This is an optimization exercise on Yosys and OpenROAD, whose aim is small area and a short achievable clock period, not a production implementation. No functional check of the RTL was part of any run shown here.

[design.v]
module shifter #(
  parameter int AMOUNT = 1
) (
  input  logic [15:0] shift_in,
  output logic [15:0] shift_out
);
  assign shift_out = (shift_in << AMOUNT) | (shift_in >> (16 - AMOUNT));
endmodule
module round (
  input  logic [15:0] x_in, w_in, k1, k2,
  output logic [15:0] x_out, w_out
);
  logic [15:0] a1, a2, a8, x1, b1, b2, b8;
  shifter #(1) A1 (x_in, a1);
  shifter #(8) A8 (x_in, a8);
  shifter #(2) A2 (x_in, a2);
  assign x1 = (a1 & a8) ^ (a2 ^ w_in);
  shifter #(1) B1 (x1, b1);
  shifter #(8) B8 (x1, b8);
  shifter #(2) B2 (x1, b2);
  assign x_out = (b1 & b8) ^ (b2 ^ (x_in ^ k1));
  assign w_out = x1 ^ k2;
endmodule
module key_gen (
  input  logic [63:0] key_in,
  input  logic        z0, z1,
  output logic [63:0] key_out
);
  logic [15:0] p, k1, k2, k3, k4, k5, pn, c0, c1;
  logic [15:0] k2r1, k3r1, k3r3, k3r4, k4r3, k4r4;
  assign p  = key_in[15:0];
  assign k1 = key_in[31:16];
  assign k2 = key_in[47:32];
  assign k3 = key_in[63:48];
  assign c0 = {14'h3fff, 1'b0, z0};
  assign c1 = {14'h3fff, 1'b0, z1};
  shifter #(15) R2a (k2, k2r1);      
  shifter #(15) R3a (k3, k3r1);      
  shifter #(13) R3b (k3, k3r3);      
  shifter #(12) R3c (k3, k3r4);      
  shifter #(13) R4a (k4, k4r3);      
  shifter #(12) R4b (k4, k4r4);      
  assign k4 = p ^ (k3r3 ^ k3r4) ^ c0;
  assign k5 = (k1 ^ (k2 ^ k2r1) ^ c1) ^ (k4r3 ^ k4r4);
  assign pn = k2 ^ k3 ^ k3r1;
  assign key_out = {k5, k4, k3, pn};
endmodule
module simon32_64 (
	input  logic clk, reset,
	input  logic in_valid,
	output logic in_ready,
	input  logic [31:0] plaintext,
	input  logic [63:0] key,
	output logic out_valid,
	output logic [31:0] ciphertext
);
	localparam logic [2:0] A_FIRST = 3'b110;
	localparam logic [3:0] B_LAST  = 4'b1101;
	logic [15:0] xa, wa, xb, wb;
	logic [63:0] ka, kb;
	logic [2:0]  ca, ca_next;
	logic [3:0]  cb, cb_next;
	logic        va, free_b, last_b;
	logic [15:0] xab, wab, xba, wba;
	logic [63:0] kab, kba;
	always_comb begin
		case (ca)
			3'b110:  cb_next = 4'b1100;
			3'b100:  cb_next = 4'b1000;
			3'b000:  cb_next = 4'b1001;
			3'b010:  cb_next = 4'b0100;
			3'b011:  cb_next = 4'b1010;
			3'b001:  cb_next = 4'b0101;
			3'b111:  cb_next = 4'b0000;
			default: cb_next = 4'b1101;
		endcase
		case (cb)
			4'b1100: ca_next = 3'b100;
			4'b1000: ca_next = 3'b000;
			4'b1001: ca_next = 3'b010;
			4'b0100: ca_next = 3'b011;
			4'b1010: ca_next = 3'b001;
			4'b0101: ca_next = 3'b111;
			default: ca_next = 3'b101;
		endcase
	end
	assign last_b = (cb == B_LAST);
	round   rab (xa, wa, ka[31:16], ka[47:32], xab, wab);
	key_gen gab (ka, ca[2], ca[1], kab);
	round   rba (xb, wb, kb[31:16], kb[47:32] & {16{!last_b}}, xba, wba);
	key_gen gba (kb, cb[3], cb[2], kba);
	always_ff @(posedge clk) begin
		xb <= xab;
		wb <= wab;
		kb <= kab;
		cb <= cb_next;
		if (free_b) begin
			xa <= plaintext[31:16];
			wa <= plaintext[15:0] ^ key[15:0];
			ka <= {key[63:16], key[15:0] ^ key[31:16] ^ {key[16], key[31:17]}};
			ca <= A_FIRST;
		end else begin
			xa <= xba;
			wa <= wba;
			ka <= kba;
			ca <= ca_next;
		end
	end
	always_ff @(posedge clk) begin
		if (reset) begin
			va        <= 1'b0;
			free_b    <= 1'b1;
			out_valid <= 1'b0;
		end else begin
			va        <= free_b ? in_valid : !last_b;
			free_b    <= !va;
			out_valid <= !free_b && last_b;
		end
	end
	assign in_ready   = free_b;
	assign ciphertext = {xa, wa};
endmodule
[flow/dont_use.txt]
# slow cells kept out of synthesis and repair
sky130_fd_sc_hd__xor3_1
sky130_fd_sc_hd__xor3_2
sky130_fd_sc_hd__xor3_4
sky130_fd_sc_hd__xnor3_1
sky130_fd_sc_hd__xnor3_2
sky130_fd_sc_hd__xnor3_4
sky130_fd_sc_hd__or4_1
sky130_fd_sc_hd__or4_2
sky130_fd_sc_hd__or4_4
sky130_fd_sc_hd__nor4_1
sky130_fd_sc_hd__nor4_2
sky130_fd_sc_hd__nor4_4
sky130_fd_sc_hd__and4_1
sky130_fd_sc_hd__and4_2
sky130_fd_sc_hd__and4_4
sky130_fd_sc_hd__nand4_1
sky130_fd_sc_hd__nand4_2
sky130_fd_sc_hd__nand4_4
sky130_fd_sc_hd__or4b_1
sky130_fd_sc_hd__or4bb_1
sky130_fd_sc_hd__nor4b_1
sky130_fd_sc_hd__nor4bb_1
sky130_fd_sc_hd__or3_1
sky130_fd_sc_hd__or3b_1
sky130_fd_sc_hd__nor3_1
[config.mk]
export PLATFORM = sky130hd
export DESIGN_NAME = simon32_64
export DESIGN_NICKNAME = simon32_64
export VERILOG_FILES = /design/flow/design.v
export SDC_FILE = /design/flow/constraint.sdc
export NUM_CORES = 4
export LEC_CHECK = 0
export CAP_MARGIN = 20
export CORE_MARGIN = 2
export CORE_UTILIZATION = 40
export CTS_CLUSTER_DIAMETER = 100
export CTS_CLUSTER_SIZE = 25
export SETUP_SLACK_MARGIN = 0.8
export SLEW_MARGIN = 20
[flow/run.sh]
#!/bin/bash
# Standard layout (the standard.sh) with two changes:
#  - the port buffers are plain buffers instead of the delay cells that
#    buffer_ports picks by default;
#  - the slow cells listed in flow/dont_use.txt are added to the platform's
#    don't-use list, so that synthesis maps the XOR-heavy logic onto faster
#    two-input gates.
set -euo pipefail
export BUFFER_PORTS_ARGS="-buffer_cell sky130_fd_sc_hd__buf_2"
plat=$(make -s -C "$FLOW_HOME" DESIGN_CONFIG="$PWD/config.mk" WORK_HOME="$PWD/orfs" \
  print-DONT_USE_CELLS 2> print_dont_use.log | sed -n 's/^DONT_USE_CELLS: //p')
extra=$(grep -v '^#' flow/dont_use.txt | tr '\n' ' ')
echo "platform: $plat" > dont_use.log
echo "added: $extra" >> dont_use.log
bash standard.sh "DONT_USE_CELLS=$plat $extra" finish > standard_finish.log 2>&1
[standard.sh]
#!/bin/bash
# synth_recipe.tcl (not shown) runs the flow's synth.tcl, then flattens the netlist and writes it again
# the make line also repeats each setting of config.mk as NAME=value (left out here)
make -C /OpenROAD-flow-scripts/flow DESIGN_CONFIG=/design/flow/config.mk WORK_HOME=/design/flow/orfs CLKGATE_MAP_FILE= SYNTH_SCRIPT=/design/flow/synth_recipe.tcl "${@:-finish}"
[constraint.sdc]
create_clock -name core_clock -period 2.5 [get_ports {clk}]
set_input_delay 0.5000 -clock core_clock [delete_from_list [all_inputs] [get_ports {clk}]]
set_output_delay 0.5000 -clock core_clock [all_outputs]
set_load 0.01 [all_outputs]
==> summary.txt, run 1 <==
outcome=timing/DRC/antenna clean; Clock transition at path regs=0.11 ns; Hold Startpoint=reset; Detailed Place HPWL=24.5 mm; first-pass GRT wire length=42.5 mm; Buffers on Ports=132; Setup CP Type=flop to output port; Clk Latency, worst-skew pair=0.49 ns; CTS tree=done; share of cells above drive strength 1=0.280; fin crit share=0.667; Clock Tree Buf Depth=3; max-cap viol count=0; Final TNS setup=0 ns; required time worst endpoint=2.00 ns; vias per cell=4.59; Least-Margin Pin Slew=0.652 ns; grt met2 use=0.379; largest net degree at the start of global routing=61; Worst Setup End Kind=output port; dpl cell area=11200 um^2; Pre-Repair DR Iteration Count=5; synthesized area per cell=10.7 um^2; highest-count cells in the layout ignoring fill and taps=310 x xnor2_1, 183 x dfxtp_1, 132 x buf_2, 97 x nand2_1, 69 x xor2_1; Hold-fix buffers, CTS=0; met1 Track Usage GR=0.311; post-synthesis sequential area ratio=0.402; vias=6474; Synth top area share=0.402; # rows=58; crit-path leading delay family=flip-flops; Arr. time, crit path=1.17 ns; met3 usage=0.0242; initial core utilization=0.403; crit-path cells=buf_2; Core ar.=25000 um^2; Final #Nets=1182; reg-to-reg slack, setup=0.84 ns; CP Launch Point=xa[11]; # IOs=133; r2r startpoint=kb[57]; DP Worst Slack=0.651 ns; Layout area overhead=17.4%; grt total ovfl=0; GR Util All Layers=0.226; RSZ-0062 raised after global routing=yes; top post-synthesis cells by area=dfxtp_1 40%, xnor2_1 29%, xnor2_2 7.3%; die area=26400 um^2; DRC viols=0; number of synthesized register bits=202; H-tree depth=1; synth unique cells=25; Sink Count=202; crit path launch type=flop; Clock Skew=0.0346 ns; worst-path fanout max=5; Ys Warns=1; Die Y=163 um; most common cell after layout, fill and taps aside=xnor2_1; Slowest cell on crit path=dfxtp_1; FILL cells=2387; CP max stage delay=0.49 ns; CTS buffer count=12; HP Class=input pin to flop; Cell Area, Synth=10100 um^2; Final Max Tran Viols=0; global placement routability congestion=0.880; CTS root buffer=clkbuf_16; final instance area=11800 um^2; DRT Wirelength=29.8 mm; vias in the first global route=6441; average wire per standard cell=21.1 um; crit path buf inv count=1; Fmax achieved=600 MHz; syn_nets=1043; DRT iter0 DRCs=373; initial antenna violation count=0; post-route antenna net violation count=0; post-synthesis instance total=939; final hold viol count=0; biggest area consumer among synthesized cells=dfxtp_1; Finish-stage setup viols=0; Rel. slew slack=0.562; gr busiest metal=met2; die width=163 um; final setup margin=0.832 ns; Tmin final=1.67 ns; final core utilization=0.473; n_diodes=0
registers in the layout (all words and copies together) (netlist names):
| register | cells |
|---|---|
| ka | 64 |
| kb | 64 |
| wa | 16 |
| wb | 16 |
| xa | 16 |
| xb | 16 |
| cb | 4 |
| ca | 3 |
| free_b | 1 |
| out_valid | 1 |
| va | 1 |
routing by layer:
layer	wire, um	up-vias
met5	0	-
met2	14100	174
li1	-	3200
met3	1230	33
met4	741	0
met1	13700	3067
through the flow:
stage	hold WS, ns	instances
floorplan	0.329	939
global placement	0.358	1392
detailed placement	0.365	1392
CTS	0.179	1407
global route	0.184	1409
finish	0.191	1409
Yosys cell counts:
cell type,n
xor2_1,69
nand3b_1,1
o32ai_1,1
nor2b_1,3
dfxtp_1,202
clkbuf_1,17
xnor2_1,330
buf_2,1
xnor2_2,45
a31oi_1,1
mux2_1,1
mux2i_1,6
nand2b_1,3
or2_2,1
o21bai_1,2
o21ai_1,21
o21ai_0,27
mux2_2,44
nand2_1,97
xor2_2,14
inv_1,8
ha_1,5
buf_1,1
a21oi_1,2
nor2_1,37
area by class of cell:
| type | count | area [um^2] | share of cell area |
|---|---|---|---|
| Inverter | 8 | 30.0 | 0.00254 |
| Tap cell | 330 | 413 | 0.0350 |
| Clock buffer | 13 | 325 | 0.0275 |
| Multi-Input combinational cell | 710 | 6170 | 0.522 |
| Timing Repair Buffer | 144 | 776 | 0.0657 |
| Clock inverter | 2 | 28.8 | 0.00244 |
| Sequential cell | 202 | 4070 | 0.345 |
what timing repair did:
action | in CTS | in global routing
gates resized for setup | 16 | 31
pin swaps | 2 | 6
buffers inserted | 0 | 2
endpoints found under the setup margin | 20 | 26
final timing paths:
kind,cells after the start,end
worst max-delay path,1,ciphertext[27]
worst min register to register,1,free_b
worst min-delay path,2,va
worst max register to register,5,ka[50]
cell families (layout without fill, tap and decap cells):
kind of cell | Yosys count | count (layout) | synth area share
xor gates and xnor gates | 458 | 458 | 0.443
DFF | 202 | 202 | 0.402
and+or+nand+nor | 142 | 142 | 0.0551
AOI/OAI and AO/OA | 54 | 54 | 0.0278
muxes | 51 | 51 | 0.0563
buffers and inverters | 27 | 167 | 0.0102
adders and majority gates | 5 | 5 | 0.00622
==> inputs of run 2 (changes only) <==
--- a/config.mk
+++ b/config.mk
@@ -10,5 +10,5 @@
 export CORE_UTILIZATION = 40
 export CTS_CLUSTER_DIAMETER = 100
 export CTS_CLUSTER_SIZE = 25
-export SETUP_SLACK_MARGIN = 0.8
+export SETUP_SLACK_MARGIN = 0.9
 export SLEW_MARGIN = 20
==> run 2 against run 1 <==
Still clean. Synthesized cell count did not move. Routed wire length rose by 1.8%. Non-clock buffer count rose by 20. Largest cell class unchanged.
==> summary.txt, run 2 <==
outcome=timing/DRC/antenna clean; vias=6659; Worst R2R End=ka[60]; DRT Wirelength=30.3 mm; Slowest cell on crit path=dfxtp_1; Final #Nets=1202; Fmax achieved=617 MHz; Ys Warns=1; crit-path leading delay family=XOR/XNOR gates; most frequent cell after synthesis=xnor2_1; highest-count cells in the layout ignoring fill and taps=299 x xnor2_1, 152 x dfxtp_1, 132 x buf_2, 97 x nand2_1, 66 x xor2_1; first-pass GRT wire length=42.9 mm; crit-path cells=xor2_1 -> xnor2_2 -> xor2_1 -> xnor2_1 -> o21ai_1; number of synthesized register bits=202; DP Worst Slack=0.651 ns; Clock transition at path regs=0.10 ns; average wire per standard cell=21.2 um; Sink Count=202; reg-to-reg slack, setup=0.88 ns; CP max stage delay=0.47 ns; # rows=58; required time worst endpoint=2.87 ns; n_diodes=0; Buffers on Ports=132; grt total ovfl=0; most common cell after layout, fill and taps aside=xnor2_1; share of cells above drive strength 1=0.334; syn_nets=1043; Synth top area share=0.402; synth unique cells=25; Final Max Tran Viols=0; biggest area consumer among synthesized cells=dfxtp_1; Most used DFF post-synth=dfxtp_1; crit path buf inv count=0; Tmin final=1.62 ns; DRC viols=0; post-route antenna net violation count=0; Final TNS setup=0 ns; Setup CP Type=flop to flop; sequential cell area=4140 um^2; Worst Setup End Kind=flop; post-synthesis sequential area ratio=0.402; Rel. slew slack=0.586; Top Registers=ka: 64 flops, kb: 64 flops; H-tree depth=1; initial core utilization=0.403; top post-synthesis cells by area=dfxtp_1 40%, xnor2_1 29%, xnor2_2 7.3%; crit path launch type=flop; Least-Margin Pin Slew=0.617 ns; Clk Latency, worst-skew pair=0.49 ns; r2r startpoint=kb[51]; CTS buffer count=12; Hold Startpoint=reset; Pre-Repair DR Iteration Count=4; post-synthesis instance total=939; GR Util All Layers=0.228; hold-critical path endpoint=va; Finish-stage setup viols=0; # IOs=133; Cell Area, Synth=10100 um^2; Arr. time, crit path=1.99 ns; Die Y=163 um; die area=26400 um^2; HP Class=input pin to flop; area of the multi-input gates=6440 um^2; worst-path fanout max=3; commonest cells in the netlist=330 x xnor2_1, 202 x dfxtp_1, 97 x nand2_1, 69 x xor2_1, 45 x xnor2_2; vias per cell=4.66; Clock Skew=0.0337 ns; DRT iter0 DRCs=402; synthesized area per cell=10.7 um^2; Layout area overhead=22.2%; final setup margin=0.878 ns; vias in the first global route=6545; Post-synth EDFFs=0; global placement routability congestion=0.880; post-synthesis async set-or-reset flop share=0; Core ar.=25000 um^2; initial antenna violation count=0; FILL cells=2337; max-cap viol count=0; cells on worst reg2reg path=5; largest net degree at the start of global routing=61; fin crit share=0.649; die width=163 um; CTS root buffer=clkbuf_16; cell mode on critical path=xor2_1; WHS Path Cells=2; final hold viol count=0; Detailed Place HPWL=24.5 mm; RSZ-0062 raised after global routing=yes; CTS tree=done; Clock Tree Buf Depth=3
run 2: worst max path at each step:
stage | start | to | depth (start not counted)
after floorplan | free_b | ka[31] | 3
after global placement | xa[15] | xb[9] | 4
after detailed placement | xa[15] | xb[9] | 4
after CTS | xb[14] | xa[8] | 5
after global routing | kb[51] | ka[61] | 5
final | kb[51] | ka[60] | 5
run 2: layout make-up:
| type | count | share of cell area |
|---|---|---|
| multi-input cells | 710 | 0.524 |
| flip-flops and latches | 202 | 0.336 |
| repair buffers | 164 | 0.0753 |
| well taps | 330 | 0.0336 |
| clock buffers | 13 | 0.0264 |
| inverters | 8 | 0.00244 |
| clock inverters | 2 | 0.00234 |
run 2: cell families after synthesis:
group                    count (synthesis)  synth area share
AND/OR/NAND/NOR                        142            0.0551
adder cells (fa/ha/maj)                  5           0.00622
multiplexers                            51            0.0563
XOR/XNOR                               458             0.443
buffers and inverters                   27            0.0102
flip-flops                             202             0.402
AO/OA/AOI/OAI                           54            0.0278
run 2: metrics by stage:
stage | util | cells | instance area (um^2) | hold WS [ns]
6_report | 0.493 | 1429 | 12300 | 0.185
5_1_grt | 0.493 | 1429 | 12300 | 0.184
4_1_cts | 0.478 | 1421 | 11900 | 0.179
3_5_place_dp | 0.447 | 1392 | 11200 | 0.365
3_3_place_gp | 0.447 | 1392 | 11200 | 0.358
2_1_floorplan | - | 939 | 10100 | 0.329
run 2: what timing repair did:
action                     in CTS  in global routing
hold buffers                    0                  0
setup endpoints to repair      61                 35
pin swaps                      17                 18
resized for setup              64                 54
buffers inserted               14                  8
run 2: metal layers:
metal  global-route usage  up-vias  wire length, um
li1                     -     3244                -
met1                0.313     3186            13400
met2                0.383      193            14500
met3               0.0242       36             1680
met4               0.0611        0              754
met5                    0        -                0
==> inputs of run 3 (changes only) <==
--- a/design.v
+++ b/design.v
@@ -21,13 +21,15 @@
   assign x_out = (b1 & b8) ^ (b2 ^ (x_in ^ k1));
   assign w_out = x1 ^ k2;
 endmodule
-module key_gen (
+module key_gen #(
+  parameter bit CHAIN = 0
+) (
   input  logic [63:0] key_in,
   input  logic        z0, z1,
   output logic [63:0] key_out
 );
-  logic [15:0] p, k1, k2, k3, k4, k5, pn, c0, c1;
-  logic [15:0] k2r1, k3r1, k3r3, k3r4, k4r3, k4r4;
+  logic [15:0] p, k1, k2, k3, k4, k5, pn, c0, c1, bc0;
+  logic [15:0] k2r1, k3r1, k3r3, k3r4, k3r6, k3r8, pr3, pr4, c0r3, c0r4, k4r3, k4r4;
   assign p  = key_in[15:0];
   assign k1 = key_in[31:16];
   assign k2 = key_in[47:32];
@@ -38,10 +40,23 @@
   shifter #(15) R3a (k3, k3r1);      
   shifter #(13) R3b (k3, k3r3);      
   shifter #(12) R3c (k3, k3r4);      
+  shifter #(10) R3d (k3, k3r6);      
+  shifter #(8)  R3e (k3, k3r8);      
+  shifter #(13) RPa (p, pr3);        
+  shifter #(12) RPb (p, pr4);        
+  shifter #(13) RCa (c0, c0r3);      
+  shifter #(12) RCb (c0, c0r4);      
+  assign bc0 = c0r3 ^ c0r4;
+  assign k4 = p ^ (k3r3 ^ k3r4) ^ c0;
   shifter #(13) R4a (k4, k4r3);      
   shifter #(12) R4b (k4, k4r4);      
-  assign k4 = p ^ (k3r3 ^ k3r4) ^ c0;
-  assign k5 = (k1 ^ (k2 ^ k2r1) ^ c1) ^ (k4r3 ^ k4r4);
+  generate
+    if (CHAIN) begin : chained
+      assign k5 = (k1 ^ (k2 ^ k2r1) ^ c1) ^ (k4r3 ^ k4r4);
+    end else begin : flat
+      assign k5 = (k1 ^ (k2 ^ k2r1)) ^ ((pr3 ^ pr4) ^ (k3r6 ^ k3r8)) ^ bc0 ^ c1;
+    end
+  endgenerate
   assign pn = k2 ^ k3 ^ k3r1;
   assign key_out = {k5, k4, k3, pn};
 endmodule
@@ -86,7 +101,7 @@
 	end
 	assign last_b = (cb == B_LAST);
 	round   rab (xa, wa, ka[31:16], ka[47:32], xab, wab);
-	key_gen gab (ka, ca[2], ca[1], kab);
+	key_gen #(1) gab (ka, ca[2], ca[1], kab);
 	round   rba (xb, wb, kb[31:16], kb[47:32] & {16{!last_b}}, xba, wba);
 	key_gen gba (kb, cb[3], cb[2], kba);
 	always_ff @(posedge clk) begin
==> run 3 against run 2 <==
Utilization is 0.85 points lower. Flip-flop and latch count stayed put. Cell area is 1.1% lower. Sequential share of layout area is 0.37 points higher. Synthesized cell count is 2.9% higher. Register-to-register slack better by 0.03 ns. Synthesized area is 1.6% higher. Critical path depth stayed put. Cell count hardly changed. Largest cell class unchanged. Highest routed layer unchanged.
==> summary.txt, run 3 <==
Detailed Place HPWL=25.3 mm; Layout area overhead=19.0%; Die Y=164 um; Core ar.=25100 um^2; Arr. time, crit path=1.99 ns; share of cells above drive strength 1=0.311; metal2 WL=14.5 mm; placed cells=1399; reg-to-reg slack, setup=0.91 ns; average wire per standard cell=22.0 um; worst-path fanout max=3; vias per cell=4.68; Clk Latency, worst-skew pair=0.48 ns; Clock transition at path regs=0.10 ns; die width=164 um; required time worst endpoint=2.90 ns; DRT iter0 DRCs=512; grt total ovfl=0; syn_nets=1070; initial antenna violation count=0; # IOs=133; r2r startpoint=ka[59]; vias in the first global route=6814; number of synthesized register bits=202; post-synthesis instance total=966; Final TNS setup=0 ns; CTS root buffer=clkbuf_16; Clock Tree Buf Depth=3; most frequent cell after synthesis=xnor2_1; Cell Area, Synth=10200 um^2; hold-critical path endpoint=va; DRC viols=0; # rows=58; Metal-1 WL=14.4 mm; biggest area consumer among synthesized cells=dfxtp_1; Final #Nets=1199; final hold viol count=0; post-synthesis async set-or-reset flop share=0; max-cap viol count=0; Worst Setup End Kind=flop; Post-synth EDFFs=0; Worst R2R End=kb[51]; RSZ-0062 raised after global routing=yes; Least-Margin Pin Slew=0.606 ns; post-route antenna net violation count=0; met3 wire length=1.66 mm; Clock Skew=0.0199 ns; Fmax achieved=630 MHz; Pre-Repair DR Iteration Count=4; Hold-fix buffers, CTS=0; outcome=timing/DRC/antenna clean; Final Max Tran Viols=0; Hold Startpoint=reset; Most used DFF post-synth=dfxtp_1; Tmin final=1.59 ns; Finish-stage setup viols=0; hold slack=0.181 ns; first-pass GRT wire length=44.8 mm; Rel. slew slack=0.593; Ys Warns=1; largest net degree at the start of global routing=111; Buffers on Ports=132; final non-filler cell total=1428; CTS tree=done; synth unique cells=23; Synth top area share=0.396; crit path launch type=flop; synthesized area per cell=10.6 um^2; fin crit share=0.635; GR Util All Layers=0.235; cells on worst reg2reg path=5; CTS buffer count=12; highest-count cells in the layout ignoring fill and taps=319 x xnor2_1, 154 x dfxtp_1, 132 x buf_2, 101 x nand2_1, 65 x xor2_1; final setup margin=0.912 ns; Top Registers=ka: 64 flops, kb: 64 flops; commonest cells in the netlist=340 x xnor2_1, 202 x dfxtp_1, 102 x nand2_1, 65 x xor2_1, 53 x o21ai_0; global placement routability congestion=0.926; n_diodes=0; DRT Wirelength=31.4 mm; top layer in use=met4; Sink Count=202; initial core utilization=0.407; Setup CP Type=flop to flop; HP Class=input pin to flop; H-tree depth=1; vias=6684; post-synthesis sequential area ratio=0.396; most common cell after layout, fill and taps aside=xnor2_1; WHS Path Cells=2; DP Worst Slack=0.639 ns; top post-synthesis cells by area=dfxtp_1 40%, xnor2_1 29%, xor2_1 5.6%; die area=26800 um^2
## run 3: kinds of logic after synthesis
family / after synthesis / synth area share
adders and majority gates: 5 / 0.00612
xor gates and xnor gates: 468 / 0.447
and+or+nand+nor: 147 / 0.0561
AOI/OAI and AO/OA: 59 / 0.0299
buffers and inverters: 39 / 0.0147
DFF: 202 / 0.396
muxes: 46 / 0.0503
## run 3: critical path, stage by stage (launching register included)
cell	delay (ns)
dfxtp_4	0.39
xnor2_4	0.27
xor2_2	0.22
xor2_2	0.27
xor2_1	0.21
xnor2_1	0.14
## run 3: through the flow
stage | area (um^2) | util
6_report | 12200 | 0.484
5_1_grt | 12200 | 0.484
4_1_cts | 11900 | 0.474
3_5_place_dp | 11200 | 0.447
3_3_place_gp | 11200 | 0.447
2_1_floorplan | 10200 | -
## run 3: worst max path at each step
stage	from	to
after floorplan	free_b	xa[10]
after global placement	xa[2]	xb[6]
after detailed placement	xa[2]	xb[6]
after CTS	ka[56]	kb[48]
after global routing	ka[59]	kb[51]
final	ka[59]	kb[51]
## run 3: cell type report
cell class	instances	area [um^2]
fill	2430	12900
inverter	5	18.8
multi-input combinational	725	6430
timing repair buffer	149	801
tap	330	413
sequential	202	4130
clock buffer	15	333
clock inverter	2	27.5
## run 3: metal layers
layer,track usage,up-vias
li1,-,3247
met1,0.321,3177
met2,0.386,217
met3,0.0316,43
met4,0.0702,0
met5,0,-
## run 3: repair_timing
item	CTS	global route
resized for setup	57	45
pin swaps	14	14
setup endpoints to repair	59	40
buffers inserted	6	6
==> inputs of run 4 (changes only) <==
--- a/design.v
+++ b/design.v
@@ -21,44 +21,29 @@
   assign x_out = (b1 & b8) ^ (b2 ^ (x_in ^ k1));
   assign w_out = x1 ^ k2;
 endmodule
-module key_gen #(
-  parameter bit CHAIN = 0
-) (
+module key_gen (
   input  logic [63:0] key_in,
   input  logic        z0, z1,
   output logic [63:0] key_out
 );
-  logic [15:0] p, k1, k2, k3, k4, k5, pn, c0, c1, bc0;
-  logic [15:0] k2r1, k3r1, k3r3, k3r4, k3r6, k3r8, pr3, pr4, c0r3, c0r4, k4r3, k4r4;
-  assign p  = key_in[15:0];
+  logic [15:0] k0, k1, k2, k3, k4, k5, p, q, p3, p4, k1r, k2r, k3r3, k3r4, k3r6, k3r8;
+  assign k0 = key_in[15:0];
   assign k1 = key_in[31:16];
   assign k2 = key_in[47:32];
   assign k3 = key_in[63:48];
-  assign c0 = {14'h3fff, 1'b0, z0};
-  assign c1 = {14'h3fff, 1'b0, z1};
-  shifter #(15) R2a (k2, k2r1);      
-  shifter #(15) R3a (k3, k3r1);      
-  shifter #(13) R3b (k3, k3r3);      
-  shifter #(12) R3c (k3, k3r4);      
-  shifter #(10) R3d (k3, k3r6);      
-  shifter #(8)  R3e (k3, k3r8);      
-  shifter #(13) RPa (p, pr3);        
-  shifter #(12) RPb (p, pr4);        
-  shifter #(13) RCa (c0, c0r3);      
-  shifter #(12) RCb (c0, c0r4);      
-  assign bc0 = c0r3 ^ c0r4;
-  assign k4 = p ^ (k3r3 ^ k3r4) ^ c0;
-  shifter #(13) R4a (k4, k4r3);      
-  shifter #(12) R4b (k4, k4r4);      
-  generate
-    if (CHAIN) begin : chained
-      assign k5 = (k1 ^ (k2 ^ k2r1) ^ c1) ^ (k4r3 ^ k4r4);
-    end else begin : flat
-      assign k5 = (k1 ^ (k2 ^ k2r1)) ^ ((pr3 ^ pr4) ^ (k3r6 ^ k3r8)) ^ bc0 ^ c1;
-    end
-  endgenerate
-  assign pn = k2 ^ k3 ^ k3r1;
-  assign key_out = {k5, k4, k3, pn};
+  shifter #(15) R1a (k1, k1r);       
+  shifter #(15) R1b (k2, k2r);       
+  shifter #(13) R3  (k3, k3r3);      
+  shifter #(12) R4  (k3, k3r4);      
+  shifter #(10) R6  (k3, k3r6);      
+  shifter #(8)  R8  (k3, k3r8);      
+  assign p  = k0 ^ k1 ^ k1r ^ {14'h3fff, 1'b0, z0};
+  assign q  = k3r3 ^ k3r4;
+  assign k4 = p ^ q;
+  shifter #(13) P3 (p, p3);          
+  shifter #(12) P4 (p, p4);          
+  assign k5 = (p3 ^ p4) ^ ((k1 ^ k2 ^ k2r ^ {14'h3fff, 1'b0, z1}) ^ (k3r6 ^ k3r8));
+  assign key_out = {k5, k4, k3, k2};
 endmodule
 module simon32_64 (
 	input  logic clk, reset,
@@ -101,7 +86,7 @@
 	end
 	assign last_b = (cb == B_LAST);
 	round   rab (xa, wa, ka[31:16], ka[47:32], xab, wab);
-	key_gen #(1) gab (ka, ca[2], ca[1], kab);
+	key_gen gab (ka, ca[2], ca[1], kab);
 	round   rba (xb, wb, kb[31:16], kb[47:32] & {16{!last_b}}, xba, wba);
 	key_gen gba (kb, cb[3], cb[2], kba);
 	always_ff @(posedge clk) begin
@@ -112,7 +97,7 @@
 		if (free_b) begin
 			xa <= plaintext[31:16];
 			wa <= plaintext[15:0] ^ key[15:0];
-			ka <= {key[63:16], key[15:0] ^ key[31:16] ^ {key[16], key[31:17]}};
+			ka <= key;
 			ca <= A_FIRST;
 		end else begin
 			xa <= xba;
--- a/config.mk
+++ b/config.mk
@@ -10,5 +10,5 @@
 export CORE_UTILIZATION = 40
 export CTS_CLUSTER_DIAMETER = 100
 export CTS_CLUSTER_SIZE = 25
-export SETUP_SLACK_MARGIN = 0.9
+export SETUP_SLACK_MARGIN = 0.8
 export SLEW_MARGIN = 20
==> run 4 against run 3 <==
Still clean on timing, DRC and antenna. Sequential share of layout area decreased by 0.23 points. Synthesized area increased by 0.98%. Global-route usage increased by 0.37 points. Flip-flop and latch count did not move. Cell count up 1.9%. Die area is 0.95% higher.
==> summary.txt, run 4 <==
Slowest cell on crit path=dfxtp_1; vias=6885; gr busiest metal=met2; HP Class=input pin to flop; RSZ-0062 raised after global routing=yes; largest net degree at the start of global routing=60; GR Util All Layers=0.238; n_diodes=0; vias in the first global route=6989; dpl cell area=11300 um^2; Layout area overhead=17.0%; FILL cells=2455; Ys Warns=1; Fmax achieved=596 MHz; crit-path cells=buf_2; Arr. time, crit path=1.18 ns; die width=165 um; Buffers on Ports=132; CTS root buffer=clkbuf_16; # rows=58; CTS tree=done; worst-path fanout max=5; grt total ovfl=0; Clock Tree Buf Depth=3; cells on worst reg2reg path=4; Synth top area share=0.392; CTS buffer count=12; final instance area=12100 um^2; Final #Nets=1225; crit path launch type=flop; syn_nets=1097; Core ar.=25300 um^2; Final TNS setup=0 ns; max-cap viol count=0; Sink Count=202; Die Y=165 um; biggest area consumer among synthesized cells=dfxtp_1; most common cell after layout, fill and taps aside=xnor2_1; synth unique cells=24; Setup CP Type=flop to output port; placed cells=1431; top post-synthesis cells by area=dfxtp_1 39%, xnor2_1 38%, mux2_2 7.4%; met1 Track Usage GR=0.331; Detailed Place HPWL=25.3 mm; post-synthesis instance total=993; post-synthesis sequential area ratio=0.392; post-route antenna net violation count=0; share of cells above drive strength 1=0.260; post-synthesis async set-or-reset flop share=0; initial core utilization=0.409; grt met2 use=0.394; initial antenna violation count=0; Pre-Repair DR Iteration Count=5; first-pass GRT wire length=45.9 mm; DRC viols=0; Most used DFF post-synth=dfxtp_1; crit-path leading delay family=flip-flops; die area=27100 um^2; Least-Margin Pin Slew=0.676 ns; Finish-stage setup viols=0; highest-count cells in the layout ignoring fill and taps=426 x xnor2_1, 177 x dfxtp_1, 132 x buf_2, 75 x nand2_1, 68 x mux2_2; outcome=timing/DRC/antenna clean; most frequent cell after synthesis=xnor2_1; required time worst endpoint=2.00 ns; fin crit share=0.672; Final Max Tran Viols=0; Clk Latency, worst-skew pair=0.48 ns; met3 usage=0.0296; DRT Wirelength=31.9 mm; WHS Path Cells=2; Rel. slew slack=0.546; DRT iter0 DRCs=438; final core utilization=0.478; CP max stage delay=0.51 ns; synthesized area per cell=10.4 um^2; Levels on crit path=1; Clock transition at path regs=0.10 ns; number of synthesized register bits=202; crit path buf inv count=1; final hold viol count=0; Post-synth EDFFs=0; global placement routability congestion=0.921; commonest cells in the netlist=451 x xnor2_1, 202 x dfxtp_1, 75 x nand2_1, 68 x mux2_2, 62 x xor2_1; Cell Area, Synth=10300 um^2; Top Registers=ka: 64 flops, kb: 64 flops; final non-filler cell total=1455; Clock Skew=0.0245 ns; H-tree depth=1; Worst Setup End Kind=output port; Tmin final=1.68 ns; average wire per standard cell=21.9 um; vias per cell=4.73; # IOs=133
## run 4: cell types whose count changed after synthesis, moves of 2 or more
cell	before	now
o21ai_0	53	26
mux2_2	43	68
clkbuf_1	30	13
xnor2_2	35	2
nand2_1	102	75
mux2i_1	3	5
inv_1	5	7
xor2_1	65	62
buf_2	3	22
buf_6	0	2
xnor2_1	340	451
xor2_2	28	1
## run 4: cell families after synthesis
family / after synthesis / synth area share
xor+xnor: 516 / 0.440
flops: 202 / 0.392
simple gates: 120 / 0.0457
mux: 73 / 0.0790
buf+inv: 45 / 0.0209
compound gates: 32 / 0.0165
fa+ha+maj: 5 / 0.00606
## run 4: metrics by stage
step / setup WS, ns / hold WS (ns)
floorplan: 0.832 / 0.349
global placement: 0.543 / 0.354
detailed placement: 0.578 / 0.362
CTS: 0.797 / 0.181
global route: 0.779 / 0.178
finish: 0.821 / 0.182
## run 4: cell type report
type	count	area (um^2)	area share
well taps	330	413	0.0342
clock inverters	1	20.0	0.00166
repair buffers	152	893	0.0740
clock buffers	17	360	0.0298
multi-input cells	746	6290	0.521
flip-flops and latches	202	4080	0.338
inverters	7	26.3	0.00218
## run 4: what timing repair did
action                                  4_1_cts  5_1_grt
gates cloned                                  2        0
hold buffers                                  0        0
gates resized for setup                      28       26
buffers inserted                              1        3
endpoints found under the setup margin       38       33
pin swaps                                     0        2
## run 4: worst paths after layout
check / slack [ns] / to / start
max reg2reg: 0.86 / ka[48] / kb[19]
max: 0.82 / ciphertext[22] / xa[6]
min reg2reg: 0.35 / kb[17] / ka[49]
min: 0.18 / va / reset
## run 4: layer usage
metal	vias up	wire length (um)
met5	-	0
met4	0	649
met3	42	1910
met2	219	14900
met1	3296	14400
li1	3328	-

separate check: timing with driven ports:
No port has a modelled driver above. Below, the same layouts with a new extraction and two added sets of constraints. Step 1, drivers: a clkbuf_16 drives clk and a buf_2 each remaining input, both assumed. Step 2, shift: input delay + t, output delay - t, t = (earliest + latest rising clock arrival at the registers) / 2. This alone moves slack from input paths to output paths. Three values: no drivers, after step 1, after step 2; two values: the first two.
run	shift t [ns]	setup WS [ns]	slew at the worst register clock pin (ns)
run 1	0.520	0.832 / 0.781 / 0.844	0.11 / 0.11
run 2	0.526	0.878 / 0.867 / 0.878	0.11 / 0.11
run 3	0.516	0.912 / 0.882 / 0.912	0.10 / 0.10
run 4	0.520	0.821 / 0.773 / 0.861	0.11 / 0.11
After both steps every run listed still meets setup and hold.
